Source: an optimization exercise on an open RTL-to-GDS flow (aim: a short achievable clock period and few clock cycles). Production flows keep margins and buffers that such runs may drop. RTL that was checked went through simulation tests only; none was proved equivalent to the original. Function not checked in runs 3 and 4: the RTL went through the layout flow alone. No activity file was given, so power comes from the tool's default toggle rates.

<file path="flow/design.v">
module adder32(in1, in2, out);
input [31:0] in1, in2;
output [31:0] out;
assign out = (in1 + in2);
endmodule
module mux2#(parameter WIDTH = 8)
            (d0, d1, s, y);
	input [WIDTH-1:0] d0, d1;
	input s;
	output [WIDTH-1:0] y;
	assign y = s ? d1 : d0; 
endmodule
module pc(rst, clk, newPc, pc);
input rst, clk;
input [31:0] newPc;
output reg [31:0] pc;
always @(negedge rst or posedge clk)
begin
if (!rst)
	pc <= 0;
else
	pc <= newPc;
end
endmodule
module pcAdd(pc, pcPlus4);
input [31:0] pc;
output [31:0] pcPlus4;
assign pcPlus4=pc+4;
endmodule
module shiftLeft2#(parameter IN_WIDTH = 8, parameter OUT_WIDTH = 8)
            (in, out);
	input [IN_WIDTH-1:0] in;
	output [OUT_WIDTH-1:0] out;
	assign out = in << 2;
endmodule
module signExtend(imm, signImm);
input [15:0] imm;
output [31:0] signImm;
assign signImm={{16{imm[15]}}, imm[15:0]};
endmodule
module alu(srcA, srcB, aluControl, shamt, aluResult, zero);
input [31:0] srcA, srcB;
input [3:0] aluControl;
input [4:0] shamt;
output reg [31:0] aluResult;
output zero;
always @(*)
begin
	case(aluControl)
		4'b0000 : aluResult=srcA&srcB;
		4'b0001 : aluResult=srcA|srcB;
		4'b0010 : aluResult=srcA+srcB;
		4'b0110 : aluResult=srcA-srcB;
		4'b0111 : aluResult=srcA<srcB?1:0;
		4'b1010 : aluResult=srcB<<shamt;
		4'b1100 : aluResult=~(srcA|srcB);
		default : aluResult=0;
	endcase
end
assign zero=aluResult==0?1:0;
endmodule
module controlUnit(opcode, funct, regDst, aluSrc, memToReg, regWrite, memRead, memWrite, branch, jump, aluControl);
input [5:0] opcode, funct;
output regDst, aluSrc, memToReg, regWrite, memRead, memWrite, branch, jump;
output [3:0] aluControl;
wire [1:0] aluOp;
mainDecoder md(opcode, regDst, aluSrc, memToReg, regWrite, memRead, memWrite, branch, jump, aluOp);
aluDecoder ad(funct, aluOp, aluControl);
endmodule
module mainDecoder(opcode, regDst, aluSrc, memToReg, regWrite, memRead, memWrite, branch, jump, aluOp);
input [5:0] opcode;
output regDst, aluSrc, memToReg, regWrite, memRead, memWrite, branch, jump;
output [1:0] aluOp;
reg [9:0] controls;
assign {regDst, aluSrc, memToReg, regWrite, memRead, memWrite, branch, jump, aluOp} = controls;
always @(*)
begin
	case(opcode)
		6'b000000: controls <= 10'b1001000010;  
		6'b100011: controls <= 10'b0111100000;  
		6'b101011: controls <= 10'b0100010000;  
		6'b000100: controls <= 10'b0000001001;  
		6'b001000, 
		6'b001001: controls <= 10'b0101000000;  
		6'b001101: controls <= 10'b0101000000;  
		6'b000010: controls <= 10'b0000000100;  
		default:   controls <= 10'bxxxxxxxxxx;  
    endcase
end
endmodule
module aluDecoder(funct, aluOp, aluControl);
input [5:0] funct;
input [1:0] aluOp;
output reg [3:0] aluControl;
always @(*)
begin
	case(aluOp)
		2'b00: aluControl <= 4'b0010;   
		2'b01: aluControl <= 4'b0110;   
		default:	case(funct)           
			6'b100000,
			6'b100001: aluControl <= 4'b0010;  
			6'b100010,
			6'b100011: aluControl <= 4'b0110;  
			6'b100100: aluControl <= 4'b0000;  
			6'b100101: aluControl <= 4'b0001;  
			6'b101010: aluControl <= 4'b0111;  
			6'b000000: aluControl <= 4'b1010;  
			default:   aluControl <= 4'bxxxx;  
        endcase
    endcase
end
endmodule
module registerFile(clk, regWrite, readReg1, readReg2, writeReg, writeData, readData1, readData2);
	input clk, regWrite;
	input [4:0] readReg1, readReg2, writeReg;
	input [31:0] writeData;
	output [31:0] readData1, readData2;
	reg [31:0] rf [31:0];
	always @(posedge clk) begin
    if (regWrite) rf[writeReg] <= writeData;
	end
	assign readData1 = (readReg1 != 0) ? rf[readReg1] : 0;
	assign readData2 = (readReg2 != 0) ? rf[readReg2] : 0;
endmodule
module mipsSystem(rst, clk, imem_addr, imem_rdata, dmem_we, dmem_addr, dmem_wdata, dmem_rdata, wb_en, wb_reg, wb_data);
input rst, clk;
output [31:0] imem_addr;
input [31:0] imem_rdata;
output dmem_we;
output [31:0] dmem_addr, dmem_wdata;
input [31:0] dmem_rdata;
output wb_en;
output [4:0] wb_reg;
output [31:0] wb_data;
reg [31:0] pc;
reg        e_valid, e_wr, e_load, e_store, e_br;
reg [4:0]  e_dst;
reg [31:0] e_a, e_b, e_imm, e_target;
reg        e_useimm;
reg [4:0]  e_shamt;
reg        e_op_add, e_op_sub, e_op_and, e_op_or, e_op_slt, e_op_sll;
reg [1:0]  e_fa, e_fb;    
reg        m_valid, m_wr, m_load, m_we;
reg [4:0]  m_dst;
reg [31:0] m_res, m_wdata;
reg        w_en;
reg [4:0]  w_dst;
reg [31:0] w_data;
wire [31:0] ir = imem_rdata;
wire [5:0] f_op = ir[31:26];
wire [4:0] f_rs = ir[25:21];
wire [4:0] f_rt = ir[20:16];
wire [4:0] f_rd = ir[15:11];
wire [5:0] f_fn = ir[5:0];
wire [31:0] f_sext = {{16{ir[15]}}, ir[15:0]};
wire f_rtype = (f_op == 6'b000000);
wire f_lw    = (f_op == 6'b100011);
wire f_sw    = (f_op == 6'b101011);
wire f_beq   = (f_op == 6'b000100);
wire f_j     = (f_op == 6'b000010);
wire f_addi  = (f_op == 6'b001000) | (f_op == 6'b001001) | (f_op == 6'b001101);
wire f_bsame = f_beq & (f_rs == f_rt);       
wire f_bcond = f_beq & (f_rs != f_rt);
wire f_wr    = f_rtype | f_lw | f_addi;
wire [4:0] f_dst = f_rtype ? f_rd : f_rt;
wire f_sll   = f_rtype & (f_fn == 6'b000000);
wire f_use_rs = (f_rtype & ~f_sll) | f_lw | f_sw | f_addi | f_bcond;
wire f_use_rt = f_rtype | f_sw | f_bcond;
wire [31:0] pc4 = pc + 32'd4;
wire [31:0] f_btarget = pc4 + {f_sext[29:0], 2'b00};
wire [31:0] f_jtarget = {pc4[31:28], ir[25:0], 2'b00};
wire [31:0] rd1, rd2;
registerFile regFile(.clk(clk), .regWrite(w_en), .readReg1(f_rs), .readReg2(f_rt),
                     .writeReg(w_dst), .writeData(w_data), .readData1(rd1), .readData2(rd2));
wire [31:0] f_a = (f_rs == 5'd0) ? 32'd0 : (w_en & (w_dst == f_rs)) ? w_data : rd1;
wire [31:0] f_b = (f_rt == 5'd0) ? 32'd0 : (w_en & (w_dst == f_rt)) ? w_data : rd2;
wire [1:0] f_fa = (f_rs != 5'd0 && e_valid && e_wr && e_dst == f_rs) ? 2'd1 :
                  (f_rs != 5'd0 && m_valid && m_wr && m_dst == f_rs) ? 2'd2 : 2'd0;
wire [1:0] f_fb = (f_rt != 5'd0 && e_valid && e_wr && e_dst == f_rt) ? 2'd1 :
                  (f_rt != 5'd0 && m_valid && m_wr && m_dst == f_rt) ? 2'd2 : 2'd0;
wire [31:0] fa = (e_fa == 2'd1) ? m_res : (e_fa == 2'd2) ? w_data : e_a;
wire [31:0] fb = (e_fb == 2'd1) ? m_res : (e_fb == 2'd2) ? w_data : e_b;
wire [31:0] srcb = e_useimm ? e_imm : fb;
wire        subtract = e_op_sub | e_op_slt;
wire [32:0] sum = {1'b0, fa} + {1'b0, subtract ? ~srcb : srcb} + {32'd0, subtract};
wire [31:0] alu_res = ({32{e_op_add | e_op_sub}} & sum[31:0])
                    | ({32{e_op_and}} & (fa & srcb))
                    | ({32{e_op_or}}  & (fa | srcb))
                    | ({32{e_op_slt}} & {31'd0, ~sum[32]})
                    | ({32{e_op_sll}} & (srcb << e_shamt));
wire e_redirect = e_valid & e_br & (fa == fb);
wire stall = e_valid & e_load & (e_dst != 5'd0) &
             ((f_use_rs & (e_dst == f_rs)) | (f_use_rt & (e_dst == f_rt)));
wire [31:0] pc_next = e_redirect ? e_target :
                      stall      ? pc :
                      f_j        ? f_jtarget :
                      f_bsame    ? f_btarget : pc4;
assign imem_addr = pc;
assign dmem_we    = m_we;
assign dmem_addr  = m_res;
assign dmem_wdata = m_wdata;
assign wb_en   = w_en;
assign wb_reg  = w_dst;
assign wb_data = w_data;
always @(posedge clk or negedge rst) begin
	if (!rst) begin
		pc      <= 32'd0;
		e_valid <= 1'b0;
		m_valid <= 1'b0;
		m_we    <= 1'b0;
		w_en    <= 1'b0;
	end else begin
		pc      <= pc_next;
		e_valid <= ~e_redirect & ~stall & (f_wr | f_sw | f_bcond);
		m_valid <= e_valid;
		m_we    <= e_valid & e_store;
		w_en    <= m_valid & m_wr;
	end
end
always @(posedge clk) begin
	e_wr     <= f_wr;
	e_load   <= f_lw;
	e_store  <= f_sw;
	e_br     <= f_bcond;
	e_dst    <= f_dst;
	e_a      <= f_a;
	e_b      <= f_b;
	e_imm    <= f_sext;
	e_target <= f_btarget;
	e_useimm <= ~f_rtype;
	e_shamt  <= ir[10:6];
	e_op_add <= ~f_rtype | (f_fn == 6'b100000) | (f_fn == 6'b100001);
	e_op_sub <= f_rtype & ((f_fn == 6'b100010) | (f_fn == 6'b100011));
	e_op_and <= f_rtype & (f_fn == 6'b100100);
	e_op_or  <= f_rtype & (f_fn == 6'b100101);
	e_op_slt <= f_rtype & (f_fn == 6'b101010);
	e_op_sll <= f_sll;
	e_fa     <= f_fa;
	e_fb     <= f_fb;
	m_wr    <= e_wr;
	m_load  <= e_load;
	m_dst   <= e_dst;
	m_res   <= alu_res;
	m_wdata <= fb;
	w_dst  <= m_dst;
	w_data <= m_load ? dmem_rdata : m_res;
end
endmodule
</file>
<file path="flow/constraint.sdc">
create_clock -name core_clock -period 11.0 [get_ports {clk}]
set_input_delay 2.2000 -clock core_clock [delete_from_list [all_inputs] [get_ports {clk}]]
set_output_delay 2.2000 -clock core_clock [all_outputs]
set_load 0.01 [all_outputs]
</file>
<file path="flow/config.mk">
export PLATFORM = sky130hd
export DESIGN_NAME = mipsSystem
export DESIGN_NICKNAME = mipsSystem
export VERILOG_FILES = /design/flow/design.v
export SDC_FILE = /design/flow/constraint.sdc
export NUM_CORES = 8
export LEC_CHECK = 0
export CAP_MARGIN = 20
export CORE_MARGIN = 2
export CORE_UTILIZATION = 40
export PLACE_DENSITY = 0.6
export SLEW_MARGIN = 20
</file>
<file path="flow/standard.sh">
#!/bin/bash
# synth_recipe.tcl (not shown) runs the flow's synth.tcl, then flattens the netlist and writes it again
# the make line also repeats each setting of config.mk as NAME=value (left out here)
make -C /OpenROAD-flow-scripts/flow DESIGN_CONFIG=/design/flow/config.mk WORK_HOME=/design/flow/orfs CLKGATE_MAP_FILE= SYNTH_SCRIPT=/design/flow/synth_recipe.tcl "${@:-finish}"
</file>
<file path="flow/flow/run.sh">
#!/bin/bash
# Standard ORFS layout, with timing repair aimed at a setup margin well above
# the design's period (the SDC is unchanged), so that repair keeps improving
# paths that already meet the 11 ns clock.
set -euo pipefail
MARGIN=${MARGIN:-8.0}
bash standard.sh SETUP_SLACK_MARGIN=$MARGIN ABC_CLOCK_PERIOD_IN_PS=3000 finish > flow_make.log 2>&1
</file>
==> results of run 1 <==
## per-stage QoR
step / utilization, % / instance area [sq um] / worst slack [ns] / total power [uW] / std cells
after detailed placement: 43.3 / 70300 / 4.92 / 9120 / 6343
after floorplan: - / 67000 / 6.16 / 7910 / 4165
after global placement: 43.3 / 70300 / 4.88 / 9090 / 6343
final: 54.2 / 88000 / 6.84 / 16000 / 7271
after global routing: 54.2 / 88000 / 6.78 / 16400 / 7268
after CTS: 52.7 / 85500 / 6.85 / 15600 / 7146
## worst max-delay path, stage by stage
cell and delay, ns:
buf_12 0.11, ha_4 0.15, fa_2 0.34, a211oi_2 0.25
o21bai_2 0.10, a221o_1 0.35, and2_4 0.17, o31a_1 0.29
o21a_1 0.22, a41oi_2 0.17, xnor2_1 0.12, o41a_1 0.37
## sequential cells by signal, summed over array words and instances, names as in the netlist, 12 cells and up
register / flops
e_b: 32
m_res: 32
pc: 32
regFile.rf: 1024
m_wdata: 32
w_data: 32
e_target: 32
e_imm: 12
e_a: 32
## per-layer routing
metal	track usage, %	vias to the layer above	routed length, um
li1	-	18700	-
met1	40.7	25000	96600
met2	49.6	3463	124000
met3	8.25	787	31700
met4	17.6	10	19700
met5	0	-	62
## what timing repair did
item / in CTS / in global routing
hold endpoints to repair: 0 / 0
hold buffers: 0 / 0
pin swaps: 162 / 164
gates cloned: 123 / 6
resized for setup: 1645 / 301
setup buffers: 419 / 114
endpoints found under the setup margin: 504 / 365
## cell type report
class | instances | share of cell area (%)
Sequential cell | 1300 | 41.8
Multi-Input combinational cell | 2516 | 35.0
Timing Repair Buffer | 969 | 14.6
Clock buffer | 178 | 4.32
Tap cell | 2175 | 3.09
Clock inverter | 83 | 0.968
Inverter | 44 | 0.242
Timing Repair inverter | 1 | 0.0185
Antenna cell | 5 | 0.0142
## worst max path at each step
stage | startpoint | end | slack, ns | cells after the start
finish | imem_rdata[0] | pc[30] | 6.84 | 12
floorplan | imem_rdata[0] | pc[30] | 6.16 | 11
global placement | imem_rdata[16] | e_b[20] | 4.88 | 9
CTS | imem_rdata[0] | pc[30] | 6.85 | 12
global route | imem_rdata[0] | pc[30] | 6.78 | 12
detailed placement | imem_rdata[16] | e_b[31] | 4.92 | 7
## power groups by stage
stage	Combinational, uW	Clock [uW]	Sequential (uW)
floorplan	1420	0	6490
finish	4870	4860	6290
global placement	2690	0	6400
CTS	4420	4870	6270
detailed placement	2710	0	6400
global route	5030	5070	6310
## cells by family after synthesis
| kind of cell | share of synthesized area, % |
|---|---|
| flip-flops | 56.0 |
| multiplexers | 26.4 |
| AND/OR/NAND/NOR | 5.05 |
| AO/OA/AOI/OAI | 6.71 |
| buffers and inverters | 2.27 |
| XOR/XNOR | 2.34 |
| adder cells (fa/ha/maj) | 1.23 |
## cell usage in the layout (no fill, tap or decap), drive strengths merged, types with 10 or more instances in the layout
master,instances
a21o,25
and3,16
o22ai,22
nand2b,13
nor2,223
bufbuf,41
o31a,11
xnor2,110
buf,889
clkdlybuf4s50,33
a221oi,11
bufinv,12
inv,53
nor3,26
o2111ai,10
xor2,64
mux2,58
clkbuf,183
nand4,31
a31oi,26
a22oi,12
nor2b,77
dfxtp,240
o21ai,96
o211ai,14
nor4,14
o21a,15
ha,61
mux2i,269
clkinv,55
nand2,161
o21bai,12
and2,15
nand3,64
edfxtp,1024
dfrtp,36
mux4,614
a211oi,160
a21oi,156
==> impl_metrics.py, run 1 <==
metrics = {
    "outcome": {
        "status": "timing/DRC/antenna clean",
    },
    "power_and_ir_drop": {
        "p_int_uw": 11100,
        "p_per_area_mw_per_mm2": 182,
        "p_clk_share_pct": 30.3,
        "irDropWorstVdd_uv": 172,
        "p_sw_share_pct": 30.9,
        "power_frac_comb_pct": 30.4,
        "pwr-share-seq_pct": 39.3,
        "p_leak_uw": 0.0303,
        "p_sw_uw": 4950,
    },
    "floorplan": {
        "core.rowCount": 148,
        "fp.dieH_um": 407,
        "dieArea_sq_mm": 0.166,
        "die_x_um": 407,
        "core_sq_mm": 0.162,
        "io_pins": 201,
        "initial_core_util_pct": 40.1,
    },
    "worst_setup_path": {
        "critPathRequiredTime_ns": 11.68,
        "crit_path_start_kind": "input port",
        "reg2reg_depth": 17,
        "arrival_ns": 4.84,
        "cp-end-kind": "flop",
        "reg2reg_from": "e_fb[1]",
        "crit_fanout": 2,
        "r2r-end": "m_res[29]",
        "reg2reg_slack_ns": 6.87,
        "critPathKind": "in -> reg",
    },
    "yosys": {
        "yosysSeqAreaShare_pct": 56.0,
        "synth-edff-count": 1024,
        "yosysTopAreaCellShare_pct": 47.2,
        "syn_nets": 4294,
        "synth-main-ff-cell": "edfxtp_1",
        "avgSynthCellArea_sq_um": 15.6,
        "synth_cell_type_count": 87,
        "async_reset_ff_share_pct": 2.77,
        "ys_ff_latch": 1300,
        "yosysMostFrequentCell": "edfxtp_1",
        "yosysWarnings": 2,
        "synthTopCellsByArea": "edfxtp_1 (47%), mux4_2 (21%), dfxtp_1 (7.4%)",
        "netlist_instances": 4165,
        "yosysTopAreaCell": "edfxtp_1",
        "synth_area_sq_mm": 0.0651,
        "ys_top_cells_by_count": "edfxtp_1 (1,024), mux4_2 (614), mux2i_1 (268)",
    },
    "clock_tree": {
        "htreeDepth": 4,
        "clock_path_buffers": 3,
        "cts_tree": "done",
        "cts-root-buf": "clkbuf_16",
        "clk_latency_ns": 0.81,
        "path_clk_slew_ns": 0.06,
        "clock-sinks": 1300,
        "numCtsBuffers": 141,
    },
    "cells_and_area": {
        "drive_above_1_share_pct": 48.4,
        "multi_input_area_sq_mm": 0.0308,
        "areaGrowthSynthToFinish_pct": 35.2,
        "fillers": 12600,
        "seq_area_sq_mm": 0.0368,
        "fin_nets": 5102,
    },
    "timing": {
        "finalCritPeriodShare_pct": 37.8,
        "clock_skew_ns": 0.0331,
        "hold_viol_final": 0,
        "timing.slew.headroom_pct": 26.8,
        "slew_violations": 0,
        "whs_ns": 0.399,
        "fmax_mhz": 241,
        "rsz0062_at_grt": "yes",
        "worst_pin_slew_ns": 1.10,
        "finalSetupTns_ns": 0,
        "setup_viol": 0,
        "fin_crit_ns": 4.16,
    },
    "global_routing": {
        "grt_overflow": 0,
        "grt_pass1_vias": 45800,
        "antenna_found_initial": 12,
        "grt_max_degree": 87,
        "grt_use_total_pct": 31.8,
        "grt_pass1_wl_um": 369000,
    },
    "drt": {
        "ant_nets": 0,
        "dr.pass1.iters": 6,
        "viasPerCell": 6.60,
        "drc_errors": 0,
        "vias": 48000,
        "wl_per_cell_um": 37.4,
        "routed_wl_um": 272000,
        "first_iter_violations": 6906,
    },
    "placed_design": {
        "dp_hpwl_um": 130000,
        "numPortBuffers": 200,
        "gp_congestion": 0.929,
    },
    "hold_path": {
        "hold_path_class": "reg -> reg",
        "min_path_cells": 0,
        "whs_endpoint": "m_load",
        "worstHoldStart": "e_load",
    },
    "job": {
        "maxCapViolCount": 0,
    },
}
Testbench counts, summed over its fixed seeds: cycles 139,507.
==> run 2: changes to the inputs <==
==> flow/flow/run.sh (replaced) <==
#!/bin/bash
# Standard ORFS layout, with timing repair aimed at a setup margin well above
# the design's period (the SDC is unchanged), so that repair keeps improving
# paths that already meet the 11 ns clock.
set -euo pipefail
MARGIN=${MARGIN:-7.5}
bash standard.sh SETUP_SLACK_MARGIN=$MARGIN ABC_CLOCK_PERIOD_IN_PS=3000 finish > flow_make.log 2>&1
==> impl_metrics.py, run 2 <==
metrics = {
    "drt": {
        "routed_wl_um": 257000,
        "first_iter_violations": 6660,
        "drc_errors": 0,
        "vias": 46100,
        "viasPerCell": 6.51,
        "ant_nets": 0,
        "wl_per_cell_um": 36.3,
        "dr.pass1.iters": 5,
    },
    "yosys": {
        "avgSynthCellArea_sq_um": 15.6,
        "yosysTopAreaCell": "edfxtp_1",
        "ys_ff_latch": 1300,
        "async_reset_ff_share_pct": 2.77,
        "yosysMostFrequentCell": "edfxtp_1",
        "syn_nets": 4294,
        "ys_top_cells_by_count": "edfxtp_1 (1,024), mux4_2 (614), mux2i_1 (268)",
        "synthTopCellsByArea": "edfxtp_1 (47%), mux4_2 (21%), dfxtp_1 (7.4%)",
        "synth-edff-count": 1024,
        "yosysWarnings": 2,
        "netlist_instances": 4165,
        "synth_cell_type_count": 87,
        "yosysSeqAreaShare_pct": 56.0,
        "synth-main-ff-cell": "edfxtp_1",
        "synth_area_sq_mm": 0.0651,
        "yosysTopAreaCellShare_pct": 47.2,
    },
    "power_and_ir_drop": {
        "p_sw_share_pct": 30.3,
        "p_sw_uw": 4770,
        "irDropWorstVdd_uv": 178,
        "p_int_uw": 11000,
        "p_leak_uw": 0.0287,
        "p_per_area_mw_per_mm2": 187,
        "p_clk_share_pct": 30.7,
        "power_frac_comb_pct": 29.3,
        "pwr-share-seq_pct": 40.0,
    },
    "hold_path": {
        "worstHoldStart": "e_load",
        "min_path_cells": 0,
        "hold_path_class": "reg -> reg",
        "whs_endpoint": "m_load",
    },
    "placed_design": {
        "dpl_cell_area_sq_mm": 0.0703,
        "gp_congestion": 0.939,
        "numPortBuffers": 200,
        "dp_hpwl_um": 129000,
    },
    "worst_setup_path": {
        "r2r-end": "m_res[29]",
        "reg2reg_slack_ns": 6.85,
        "crit_path_start_kind": "input port",
        "critPathRequiredTime_ns": 11.66,
        "reg2reg_depth": 16,
        "reg2reg_from": "e_fb[1]",
        "cp_slowest_cell": "fa_2",
        "critPathKind": "in -> reg",
        "arrival_ns": 4.82,
        "path_cells": "buf_12 > ha_4 > fa_2 > a211oi_2 > o21bai_2 > a221o_1 > and2_4 > o31a_1 > o21a_1 > buf_6 > or3_1 > nand4_1 > a31oi_1",
        "crit_fanout": 2,
        "cpPeakStageDelay_ns": 0.37,
        "cpLargestDelayFamily": "compound AO/OA/AOI/OAI gates",
        "cp-end-kind": "flop",
        "path_buf_inv": 2,
    },
    "cells_and_area": {
        "regMostFlops": "regFile.rf",
        "fin_nets": 4920,
        "fin_util_pct": 51.8,
        "finalInstanceArea_sq_mm": 0.0840,
        "largest_reg_flops": 1024,
        "drive_above_1_share_pct": 43.3,
        "mostFrequentLayoutCells": "edfxtp_1 (1,024), mux4_2 (614), buf_4 (373)",
        "final_common_cell": "edfxtp_1",
        "areaGrowthSynthToFinish_pct": 29.0,
    },
    "floorplan": {
        "core.rowCount": 148,
        "io_pins": 201,
        "initial_core_util_pct": 40.1,
        "core_sq_mm": 0.162,
        "dieArea_sq_mm": 0.166,
        "fp.dieH_um": 407,
        "die_x_um": 407,
    },
    "global_routing": {
        "grt_max_degree": 78,
        "grt_overflow": 0,
        "grt_use_total_pct": 29.3,
        "grt_pass1_vias": 43800,
        "antenna_found_initial": 20,
        "grt_pass1_wl_um": 343000,
    },
    "clock_tree": {
        "htreeDepth": 4,
        "path_clk_slew_ns": 0.07,
        "cts_tree": "done",
        "clock-sinks": 1300,
        "cts_hold_buffers": 0,
        "numCtsBuffers": 139,
        "clock_path_buffers": 3,
        "clk_latency_ns": 0.81,
        "cts-root-buf": "clkbuf_16",
    },
    "timing": {
        "timing.slew.headroom_pct": 30.0,
        "finalCritPeriodShare_pct": 37.8,
        "fin_crit_ns": 4.15,
        "rsz0062_at_grt": "yes",
        "hold_viol_final": 0,
        "worst_pin_slew_ns": 1.05,
        "whs_ns": 0.375,
        "slew_violations": 0,
        "finalSetupTns_ns": 0,
        "fmax_mhz": 241,
        "setup_viol": 0,
        "clock_skew_ns": 0.0303,
    },
    "outcome": {
        "status": "timing/DRC/antenna clean",
    },
    "job": {
        "maxCapViolCount": 0,
    },
}
## run 2: cell types whose count changed in the layout (fill, tap and decap cells not counted), moves of 22 or more
cell	delta
a211oi_1	+41
a211oi_2	-43
buf_12	-49
buf_16	-64
buf_2	+22
buf_4	-56
buf_6	-56
mux2i_1	+34
mux2i_2	-28
## run 2: worst register-to-register path, delay by kind of cell, from the launching register on
kind	cells	cell delay (ns)
xor gates and xnor gates	1	0.09
muxes	3	0.58
DFF	1	0.43
AOI/OAI and AO/OA	6	1.01
buffers and inverters	1	0.17
and+or+nand+nor	4	1.35
adders and majority gates	1	0.38
## run 2: power by group through the flow
stage,clock network (uW),logic (uW),registers [uW]
finish,4830,4610,6290
global route,5060,4790,6300
CTS,4870,4140,6270
detailed placement,0,2710,6400
global placement,0,2690,6400
floorplan,0,1400,6490
## run 2: through the flow
stage	worst slack, ns	power, uW	std cells
2_1_floorplan	6.16	7900	4165
3_3_place_gp	5.05	9090	6349
3_5_place_dp	5.05	9120	6349
4_1_cts	6.91	15300	6923
5_1_grt	6.75	16100	7080
6_report	6.85	15700	7083
## run 2: kinds of logic after synthesis
family                     share of synthesized area, %
AOI/OAI and AO/OA                                  6.71
muxes                                              26.4
adders and majority gates                          1.23
buffers and inverters                              2.27
and+or+nand+nor                                    5.05
xor gates and xnor gates                           2.34
DFF                                                56.0
## run 2: layer usage
layer	GRT usage (%)	part of all wire, %	vias to the layer above
met4	13.4	5.7	18
met3	7.70	12	660
met2	46.0	46	3189
met1	38.1	36	23900
met5	0	0.045	-
li1	-	-	18300
## run 2: area by class of cell
cell class | count | area [sq um]
fill | 13000 | 78200
sequential | 1300 | 36800
multi-input combinational | 2518 | 30000
timing repair buffer | 786 | 9660
clock buffer | 177 | 3790
tap | 2175 | 2720
clock inverter | 76 | 837
inverter | 44 | 206
timing repair inverter | 2 | 22.5
antenna | 5 | 12.5
## run 2: worst max-delay path by stage
| stage | start | end | slack (ns) | cells after the start |
|---|---|---|---|---|
| after detailed placement | imem_rdata[16] | e_b[23] | 5.05 | 7 |
| final | imem_rdata[0] | pc[22] | 6.85 | 13 |
| after global routing | e_fb[1] | m_res[29] | 6.75 | 16 |
| after floorplan | imem_rdata[0] | pc[30] | 6.16 | 11 |
| after global placement | imem_rdata[16] | e_b[11] | 5.05 | 9 |
| after CTS | imem_rdata[0] | pc[22] | 6.91 | 13 |
## run 2: repair_timing
item	in CTS	in global routing
resized for setup	1364	234
gates cloned	67	30
pin swaps	96	138
buffers inserted	254	125
setup endpoints to repair	306	231
==> run 3: changes to the inputs <==
--- a/flow/design.v
+++ b/flow/design.v
@@ -144,6 +144,10 @@
 reg        m_valid, m_wr, m_load, m_we;
 reg [4:0]  m_dst;
 reg [31:0] m_res, m_wdata;
+reg        m_rep;     
+reg        r_en;
+reg [4:0]  r_dst;
+reg [31:0] r_data;
 reg        w_en;
 reg [4:0]  w_dst;
 reg [31:0] w_data;
@@ -190,19 +194,29 @@
                     | ({32{e_op_slt}} & {31'd0, ~sum[32]})
                     | ({32{e_op_sll}} & (srcb << e_shamt));
 wire e_redirect = e_valid & e_br & (fa == fb);
+wire [31:0] zx = fa;
+wire [31:0] zy = subtract ? ~srcb : srcb;
+wire        zsum = &(~(zx ^ zy ^ {zx[30:0] | zy[30:0], subtract}));
+wire        e_zero = (e_op_add | e_op_sub) ? zsum :
+                     e_op_and ? ~|(fa & srcb) : ~|(fa | srcb);
+wire        e_zok = e_valid & e_wr & ~e_load & (e_op_add | e_op_sub | e_op_and | e_op_or);
+wire f_fast = f_bcond & (f_rt == 5'd0) & (f_rs == e_dst) & e_zok;
+wire f_ftaken = f_fast & e_zero;
 wire stall = e_valid & e_load & (e_dst != 5'd0) &
              ((f_use_rs & (e_dst == f_rs)) | (f_use_rt & (e_dst == f_rt)));
 wire [31:0] pc_next = e_redirect ? e_target :
                       stall      ? pc :
                       f_j        ? f_jtarget :
-                      f_bsame    ? f_btarget : pc4;
+                      (f_bsame | f_ftaken) ? f_btarget : pc4;
 assign imem_addr = pc;
 assign dmem_we    = m_we;
 assign dmem_addr  = m_res;
 assign dmem_wdata = m_wdata;
-assign wb_en   = w_en;
-assign wb_reg  = w_dst;
-assign wb_data = w_data;
+wire m_rep_now = m_valid & m_wr & ~m_rep;
+wire e_rep_now = ~m_rep_now & e_valid & e_wr & ~e_load;
+assign wb_en   = r_en;
+assign wb_reg  = r_dst;
+assign wb_data = r_data;
 always @(posedge clk or negedge rst) begin
 	if (!rst) begin
 		pc      <= 32'd0;
@@ -210,9 +224,11 @@
 		m_valid <= 1'b0;
 		m_we    <= 1'b0;
 		w_en    <= 1'b0;
+		r_en    <= 1'b0;
 	end else begin
+		r_en    <= m_rep_now | e_rep_now;
 		pc      <= pc_next;
-		e_valid <= ~e_redirect & ~stall & (f_wr | f_sw | f_bcond);
+		e_valid <= ~e_redirect & ~stall & (f_wr | f_sw | (f_bcond & ~f_fast));
 		m_valid <= e_valid;
 		m_we    <= e_valid & e_store;
 		w_en    <= m_valid & m_wr;
@@ -238,6 +254,9 @@
 	e_op_sll <= f_sll;
 	e_fa     <= f_fa;
 	e_fb     <= f_fb;
+	m_rep   <= e_rep_now;
+	r_dst   <= m_rep_now ? m_dst : e_dst;
+	r_data  <= m_rep_now ? (m_load ? dmem_rdata : m_res) : alu_res;
 	m_wr    <= e_wr;
 	m_load  <= e_load;
 	m_dst   <= e_dst;
==> flow/flow/run.sh (replaced) <==
#!/bin/bash
# Standard ORFS layout with two changes to how it is made (the SDC is unchanged):
#  - no extraction of full/half adder cells in synthesis (ADDER_MAP_FILE empty),
#    so that ABC maps the adders for speed;
#  - timing repair aimed at a setup margin well above the 11 ns clock, so that
#    repair keeps improving paths that already meet it.
set -euo pipefail
MARGIN=${MARGIN:-7.5}
bash standard.sh ADDER_MAP_FILE= SETUP_SLACK_MARGIN=$MARGIN ABC_CLOCK_PERIOD_IN_PS=3000 finish > flow_make.log 2>&1
==> impl_metrics.py, run 3 <==
metrics = {
    "yosys": {
        "synth_cell_type_count": 119,
        "synthTopCellsByArea": "edfxtp_1 (43%), mux4_2 (19%), dfxtp_1 (7.8%)",
        "synth-main-ff-cell": "edfxtp_1",
        "ys_ff_latch": 1339,
        "yosys-mux-area-fraction_pct": 25.6,
        "synth-simple-area-share_pct": 7.30,
        "avgSynthCellArea_sq_um": 14.0,
        "yosysMostFrequentCell": "edfxtp_1",
        "synth_xor_area_share_pct": 3.43,
        "synth_top_family_by_area": "multiplexers",
        "synth_area_sq_mm": 0.0713,
        "ys_top_cells_by_count": "edfxtp_1 (1,024), mux4_2 (606), nor2_1 (358)",
        "synth-compound-area-share_pct": 8.68,
        "async_reset_ff_share_pct": 2.76,
        "yosysTopAreaCell": "edfxtp_1",
        "synth-adder-area-share_pct": 0.0561,
        "syn_nets": 5163,
        "yosysTopAreaCellShare_pct": 43.1,
        "yosysSeqAreaShare_pct": 52.2,
        "yosysWarnings": 2,
        "netlist_instances": 5097,
        "synth-edff-count": 1024,
    },
    "worst_setup_path": {
        "r2r-end": "pc[16]",
        "crit_path_start_kind": "flop",
        "critPathKind": "reg -> reg",
        "reg2reg_depth": 14,
        "endpoint": "pc[16]",
        "cp_slowest_cell": "o21ai_0",
        "reg2reg_slack_ns": 6.44,
        "cp_common_cell": "buf_12",
        "arrival_ns": 5.25,
        "critPathRequiredTime_ns": 11.69,
        "reg2reg_from": "e_op_sub",
        "cp-startpoint": "e_op_sub",
        "crit_fanout": 14,
        "cpPeakStageDelay_ns": 0.56,
        "cp-end-kind": "flop",
        "path_cells": "o21ai_0 > mux2i_4 > or3_4 > and4_1 > a311o_1 > a2111oi_4 > nand4_1 > or4_4 > a21oi_4 > o21bai_4 > buf_12 > buf_12 > or3_1 > a311oi_2",
    },
    "job": {
        "maxCapViolCount": 0,
    },
    "floorplan": {
        "fp.dieH_um": 426,
        "die_x_um": 426,
        "io_pins": 201,
        "core_sq_mm": 0.177,
        "initial_core_util_pct": 40.4,
        "dieArea_sq_mm": 0.182,
        "core.rowCount": 154,
    },
    "power_and_ir_drop": {
        "p_per_area_mw_per_mm2": 171,
        "irDropWorstVdd_uv": 115,
        "p_leak_uw": 0.0321,
    },
    "timing": {
        "finalSetupTns_ns": 0,
        "finalCritPeriodShare_pct": 41.5,
        "timing.slew.headroom_pct": 7.49,
        "setup_ws_ns": 6.44,
        "worst_pin_slew_ns": 1.39,
        "hold_viol_final": 0,
        "fin_crit_ns": 4.56,
        "setup_viol": 0,
        "rsz0062_at_grt": "yes",
        "clock_skew_ns": 0.0596,
        "whs_ns": 0.362,
        "fmax_mhz": 219,
        "slew_violations": 0,
    },
    "placed_design": {
        "place_ws_ns": 4.45,
        "numPortBuffers": 200,
        "gp_congestion": 0.982,
        "dp_hpwl_um": 159000,
        "dpl_cell_area_sq_mm": 0.0761,
    },
    "cells_and_area": {
        "drive_above_1_share_pct": 44.4,
        "areaGrowthSynthToFinish_pct": 32.2,
        "fin_util_pct": 53.4,
        "fillers": 14000,
        "largest_reg_flops": 1024,
        "final_common_cell": "edfxtp_1",
        "fin_nets": 5843,
        "finalInstanceArea_sq_mm": 0.0943,
        "mostFrequentLayoutCells": "edfxtp_1 (1,024), mux4_2 (606), buf_4 (423)",
        "regMostFlops": "regFile.rf",
    },
    "drt": {
        "dr.pass1.iters": 6,
        "vias": 54400,
        "wl_met2_um": 136000,
        "viasPerCell": 6.60,
        "met1_length_um": 103000,
        "drc_errors": 0,
        "ant_nets": 0,
        "routed_wl_um": 291000,
        "maxUsedRoutingLayer": "met5",
        "first_iter_violations": 7938,
        "met3_length_um": 30300,
        "wl_per_cell_um": 35.3,
    },
    "clock_tree": {
        "cts_hold_buffers": 0,
        "htreeDepth": 4,
        "cts-root-buf": "clkbuf_16",
        "cts_tree": "done",
        "clk_latency_ns": 0.83,
        "numCtsBuffers": 147,
        "path_clk_slew_ns": 0.06,
        "clock_path_buffers": 3,
        "clock-sinks": 1339,
    },
    "global_routing": {
        "grt_max_degree": 52,
        "grt_pass1_wl_um": 392000,
        "grt_pass1_vias": 51900,
        "grt_overflow": 0,
        "grt_use_total_pct": 30.4,
        "antenna_found_initial": 10,
    },
    "outcome": {
        "status": "timing/DRC/antenna clean",
    },
    "hold_path": {
        "hold_path_class": "reg -> reg",
    },
}
-- run 3: area by class of cell --
| class | instances | area [sq um] | share of cell area (%) |
|---|---|---|---|
| Sequential cell | 1339 | 37500 | 39.8 |
| Antenna cell | 3 | 7.51 | 0.00796 |
| Clock buffer | 193 | 4010 | 4.25 |
| Inverter | 37 | 160 | 0.170 |
| Clock inverter | 80 | 1020 | 1.09 |
| Multi-Input combinational cell | 3313 | 37200 | 39.5 |
| Tap cell | 2340 | 2930 | 3.11 |
| Timing Repair Buffer | 939 | 11400 | 12.1 |
-- run 3: cells by family after synthesis --
group / count (synthesis)
compound gates: 907
buf+inv: 456
mux: 1042
flops: 1339
xor+xnor: 269
simple gates: 1080
fa+ha+maj: 4
-- run 3: repair_timing --
item,CTS,global route
gates cloned,80,35
pin swaps,163,174
endpoints found under the hold margin,0,0
resized for setup,1657,397
endpoints found under the setup margin,325,370
setup buffers,292,211
-- run 3: metrics by stage --
step | power (uW) | instances
detailed placement | 9690 | 7349
global route | 16600 | 8244
CTS | 15600 | 7994
global placement | 9660 | 7349
finish | 16100 | 8244
floorplan | 8300 | 5097
-- run 3: metal layers --
layer / vias up / global-route usage [%]
li1: 21800 / -
met1: 27900 / 38.6
met2: 3724 / 49.3
met3: 882 / 5.99
met4: 2 / 16.4
met5: - / 0
-- run 3: how the worst min path moves through the flow --
stage          startpoint  endpoint  cells past startpoint
6_report             e_wr      m_wr                      0
5_1_grt              e_wr      m_wr                      0
4_1_cts              e_wr      m_wr                      0
3_5_place_dp         e_wr      m_wr                      0
3_3_place_gp         e_wr      m_wr                      0
2_1_floorplan        e_wr      m_wr                      0
-- run 3: report_power, final --
part           total [uW]  internal [uW]  switching, uW
registers            6640           6150            485
logic                4350           1880           2470
clock network        5150           2980           2170
-- run 3: critical path, delay by kind of cell, from the launching register on --
family,cells,cell delay (ns)
AND/OR/NAND/NOR,5,1.84
buffers and inverters,2,0.28
multiplexers,1,0.15
AO/OA/AOI/OAI,6,1.75
flip-flops,1,0.43
==> run 4: changes to the inputs <==
--- a/flow/flow/run.sh
+++ b/flow/flow/run.sh
@@ -6,4 +6,4 @@
 #    repair keeps improving paths that already meet it.
 set -euo pipefail
 MARGIN=${MARGIN:-7.5}
-bash standard.sh ADDER_MAP_FILE= SETUP_SLACK_MARGIN=$MARGIN ABC_CLOCK_PERIOD_IN_PS=3000 finish > flow_make.log 2>&1
+bash standard.sh SETUP_SLACK_MARGIN=$MARGIN ABC_CLOCK_PERIOD_IN_PS=3000 finish > flow_make.log 2>&1
==> impl_metrics.py, run 4 <==
metrics = {
    "outcome": {
        "status": "timing/DRC/antenna clean",
    },
    "yosys": {
        "yosysSeqAreaShare_pct": 55.1,
        "ys_top_cells_by_count": "edfxtp_1 (1,024), mux4_2 (622), mux2i_1 (330)",
        "netlist_instances": 4373,
        "synth_area_sq_mm": 0.0675,
        "yosysWarnings": 2,
        "async_reset_ff_share_pct": 2.76,
        "ys_ff_latch": 1339,
        "synth-edff-count": 1024,
        "yosysTopAreaCell": "edfxtp_1",
        "synth_cell_type_count": 85,
        "yosysMostFrequentCell": "edfxtp_1",
        "avgSynthCellArea_sq_um": 15.4,
        "synthTopCellsByArea": "edfxtp_1 (46%), mux4_2 (21%), dfxtp_1 (8.2%)",
        "syn_nets": 4542,
        "yosysTopAreaCellShare_pct": 45.5,
        "synth-main-ff-cell": "edfxtp_1",
    },
    "global_routing": {
        "use_met2_pct": 45.0,
        "grt.met3_usage_pct": 5.52,
        "grt_max_degree": 85,
        "grt.busiest_layer": "met2",
        "grt_overflow": 0,
        "grt_pass1_wl_um": 345000,
        "grtUsageMet1_pct": 36.5,
        "grt_use_total_pct": 28.0,
        "grt_pass1_vias": 45500,
        "antenna_found_initial": 9,
    },
    "drt": {
        "routed_wl_um": 249000,
        "drc_errors": 0,
        "wl_per_cell_um": 34.1,
        "ant_nets": 0,
        "vias": 46600,
        "dr.pass1.iters": 6,
        "first_iter_violations": 6023,
        "viasPerCell": 6.38,
    },
    "floorplan": {
        "core_sq_mm": 0.167,
        "initial_core_util_pct": 40.3,
        "core.rowCount": 150,
        "die_x_um": 415,
        "io_pins": 201,
        "fp.dieH_um": 415,
        "dieArea_sq_mm": 0.172,
    },
    "timing": {
        "whs_ns": 0.367,
        "setup_viol": 0,
        "finalCritPeriodShare_pct": 40.5,
        "rsz0062_at_grt": "yes",
        "hold_viol_final": 0,
        "fmax_mhz": 224,
        "worst_pin_slew_ns": 1.13,
        "timing.slew.headroom_pct": 24.5,
        "slew_violations": 0,
        "clock_skew_ns": 0.0437,
        "fin_crit_ns": 4.46,
        "finalSetupTns_ns": 0,
    },
    "placed_design": {
        "numPortBuffers": 200,
        "dp.cells": 6592,
        "dp_hpwl_um": 137000,
        "dpl_cell_area_sq_mm": 0.0727,
        "gp_congestion": 0.955,
    },
    "cells_and_area": {
        "fin_nets": 5159,
        "largest_reg_flops": 1024,
        "finalInstanceArea_sq_mm": 0.0869,
        "areaGrowthSynthToFinish_pct": 28.6,
        "regMostFlops": "regFile.rf",
        "mostFrequentLayoutCells": "edfxtp_1 (1,024), mux4_2 (622), buf_4 (329)",
        "final_common_cell": "edfxtp_1",
        "layout.cells.non_filler": 7310,
        "fillers": 13400,
        "drive_above_1_share_pct": 43.7,
    },
    "clock_tree": {
        "clk_latency_ns": 0.80,
        "numCtsBuffers": 146,
        "cts-root-buf": "clkbuf_16",
        "path_clk_slew_ns": 0.06,
        "htreeDepth": 4,
        "clock_path_buffers": 3,
        "cts_tree": "done",
        "clock-sinks": 1339,
    },
    "worst_setup_path": {
        "critPathRequiredTime_ns": 11.67,
        "reg2reg_from": "e_fb[1]",
        "reg2reg_slack_ns": 6.54,
        "arrival_ns": 5.12,
        "crit_fanout": 7,
        "critPathKind": "reg -> reg",
        "r2r-end": "r_data[21]",
        "reg2reg_depth": 18,
        "cp-end-kind": "flop",
        "crit_path_start_kind": "flop",
    },
    "hold_path": {
        "whs_endpoint": "m_wr",
        "worstHoldStart": "e_wr",
        "min_path_cells": 0,
        "hold_path_class": "reg -> reg",
    },
    "job": {
        "maxCapViolCount": 0,
    },
    "power_and_ir_drop": {
        "p_per_area_mw_per_mm2": 175,
        "irDropWorstVdd_uv": 164,
        "p_leak_uw": 0.0301,
    },
}
[run 4: cell count changes in the layout (fill, tap and decap cells not counted), moves of 32 or more]
cell	change
xnor2_1	-41
nor3_1	-38
o21ai_0	-83
nor2_1	-80
buf_6	-55
ha_1	+61
inv_1	+86
buf_4	-94
mux2i_1	+43
a21oi_1	-95
nand2_1	-96
nand3_1	-32
[run 4: what timing repair did]
item,CTS,global route
gates resized for setup,1377,256
cloned,60,21
buffers inserted,244,127
pin swaps,120,126
hold buffers,0,0
setup endpoints to repair,318,561
[run 4: power by group]
part           switching [uW]  internal [uW]  leakage [uW]
Combinational            2100           1680        0.0158
Sequential                405           6190        0.0120
Clock                    2060           2800       0.00228
Total                    4560          10700        0.0301
[run 4: how the worst max path moves through the flow]
stage | from | endpoint | slack, ns | cells past startpoint
floorplan | imem_rdata[0] | pc[30] | 6.33 | 13
global placement | imem_rdata[21] | pc[31] | 4.73 | 10
detailed placement | imem_rdata[21] | pc[31] | 4.69 | 10
CTS | e_fb[1] | r_data[22] | 6.74 | 16
global route | e_fb[1] | pc[26] | 6.46 | 20
finish | e_fb[1] | r_data[21] | 6.54 | 18
[run 4: stage by stage]
| step | power (uW) | utilization [%] | setup WS (ns) |
|---|---|---|---|
| after floorplan | 8180 | - | 6.33 |
| after global placement | 9450 | 43.4 | 4.73 |
| after detailed placement | 9480 | 43.4 | 4.69 |
| after CTS | 14900 | 50.2 | 6.74 |
| after global routing | 15700 | 51.9 | 6.46 |
| final | 15200 | 51.9 | 6.54 |
[run 4: cell type report]
| class | count | area, sq um | area share [%] |
|---|---|---|---|
| Sequential cell | 1339 | 37500 | 43.1 |
| Multi-Input combinational cell | 2611 | 32300 | 37.2 |
| Timing Repair Buffer | 772 | 9220 | 10.6 |
| Clock buffer | 204 | 4070 | 4.69 |
| Tap cell | 2204 | 2760 | 3.17 |
| Clock inverter | 58 | 604 | 0.696 |
| Inverter | 120 | 453 | 0.521 |
| Antenna cell | 2 | 5.00 | 0.00576 |
[run 4: metal layers]
metal | vias up | share of wire, %
met4 | 8 | 5.5
met2 | 2865 | 47
met1 | 24300 | 37
met3 | 621 | 9.6
met5 | - | 0.038
li1 | 18800 | -
[run 4: critical path, cell delays in order, from the launching register on]
cell and delay, ns:
dfxtp_4 0.38, buf_12 0.14, buf_12 0.12, buf_16 0.14, mux2i_4 0.19, mux2i_4 0.24
mux2i_4 0.14, xor2_4 0.20, ha_4 0.22, a2111oi_4 0.38, nand2_1 0.14, o21ai_2 0.13
a211oi_4 0.08, or4b_4 0.51, a21oi_4 0.27, o21ai_4 0.11, xor2_2 0.19, a221o_2 0.44
mux2_4 0.28
[run 4: logic make-up (layout without fill, tap and decap cells)]
| logic type | Yosys count | in the layout | synth area share [%] |
|---|---|---|---|
| simple gates | 688 | 695 | 4.76 |
| xor+xnor | 208 | 208 | 2.70 |
| mux | 1059 | 1059 | 27.4 |
| other cells | 0 | 2 | 0 |
| buf+inv | 432 | 1154 | 2.65 |
| compound gates | 544 | 546 | 5.40 |
| flops | 1339 | 1339 | 55.1 |
| fa+ha+maj | 103 | 103 | 1.93 |

afterwards: timing with drivers on the ports:
The flow's constraints put no driver on any port. The routed layouts listed below were extracted and timed again, unchanged, in two steps.
Step 1 sets driving cells, clkbuf_16 on the clock port and buf_2 on the other inputs (assumed; they add their load-dependent delay and slew).
Step 2, shift: input delay + t, output delay - t, t = (earliest + latest rising clock arrival at the registers) / 2. This alone moves slack from input paths to output paths.
a / b / c = no drivers / after step 1 / after step 2; a / b = the first two.
| run | t (ns) | setup WS [ns] | hold slack, ns | worst data-port slew with drivers (ns) | cell pins on the clock port's net |
|---|---|---|---|---|---|
| run 1 | 0.879 | 6.843 / 6.858 / 5.998 | 0.399 / 0.399 / 0.399 | 0.37 | 1 |
| run 2 | 0.877 | 6.846 / 6.850 / 6.004 | 0.375 / 0.375 / 0.375 | 0.39 | 1 |
| run 3 | 0.877 | 6.435 / 6.435 / 5.593 | 0.362 / 0.362 / 0.362 | 0.40 | 1 |
| run 4 | 0.860 | 6.545 / 6.545 / 5.931 | 0.367 / 0.367 / 0.367 | 0.30 | 1 |
After both steps every run listed still meets setup and hold. For run 1, which loses most, drivers alone change the setup slack by +0.015 ns; drivers and shift together by -0.845 ns.
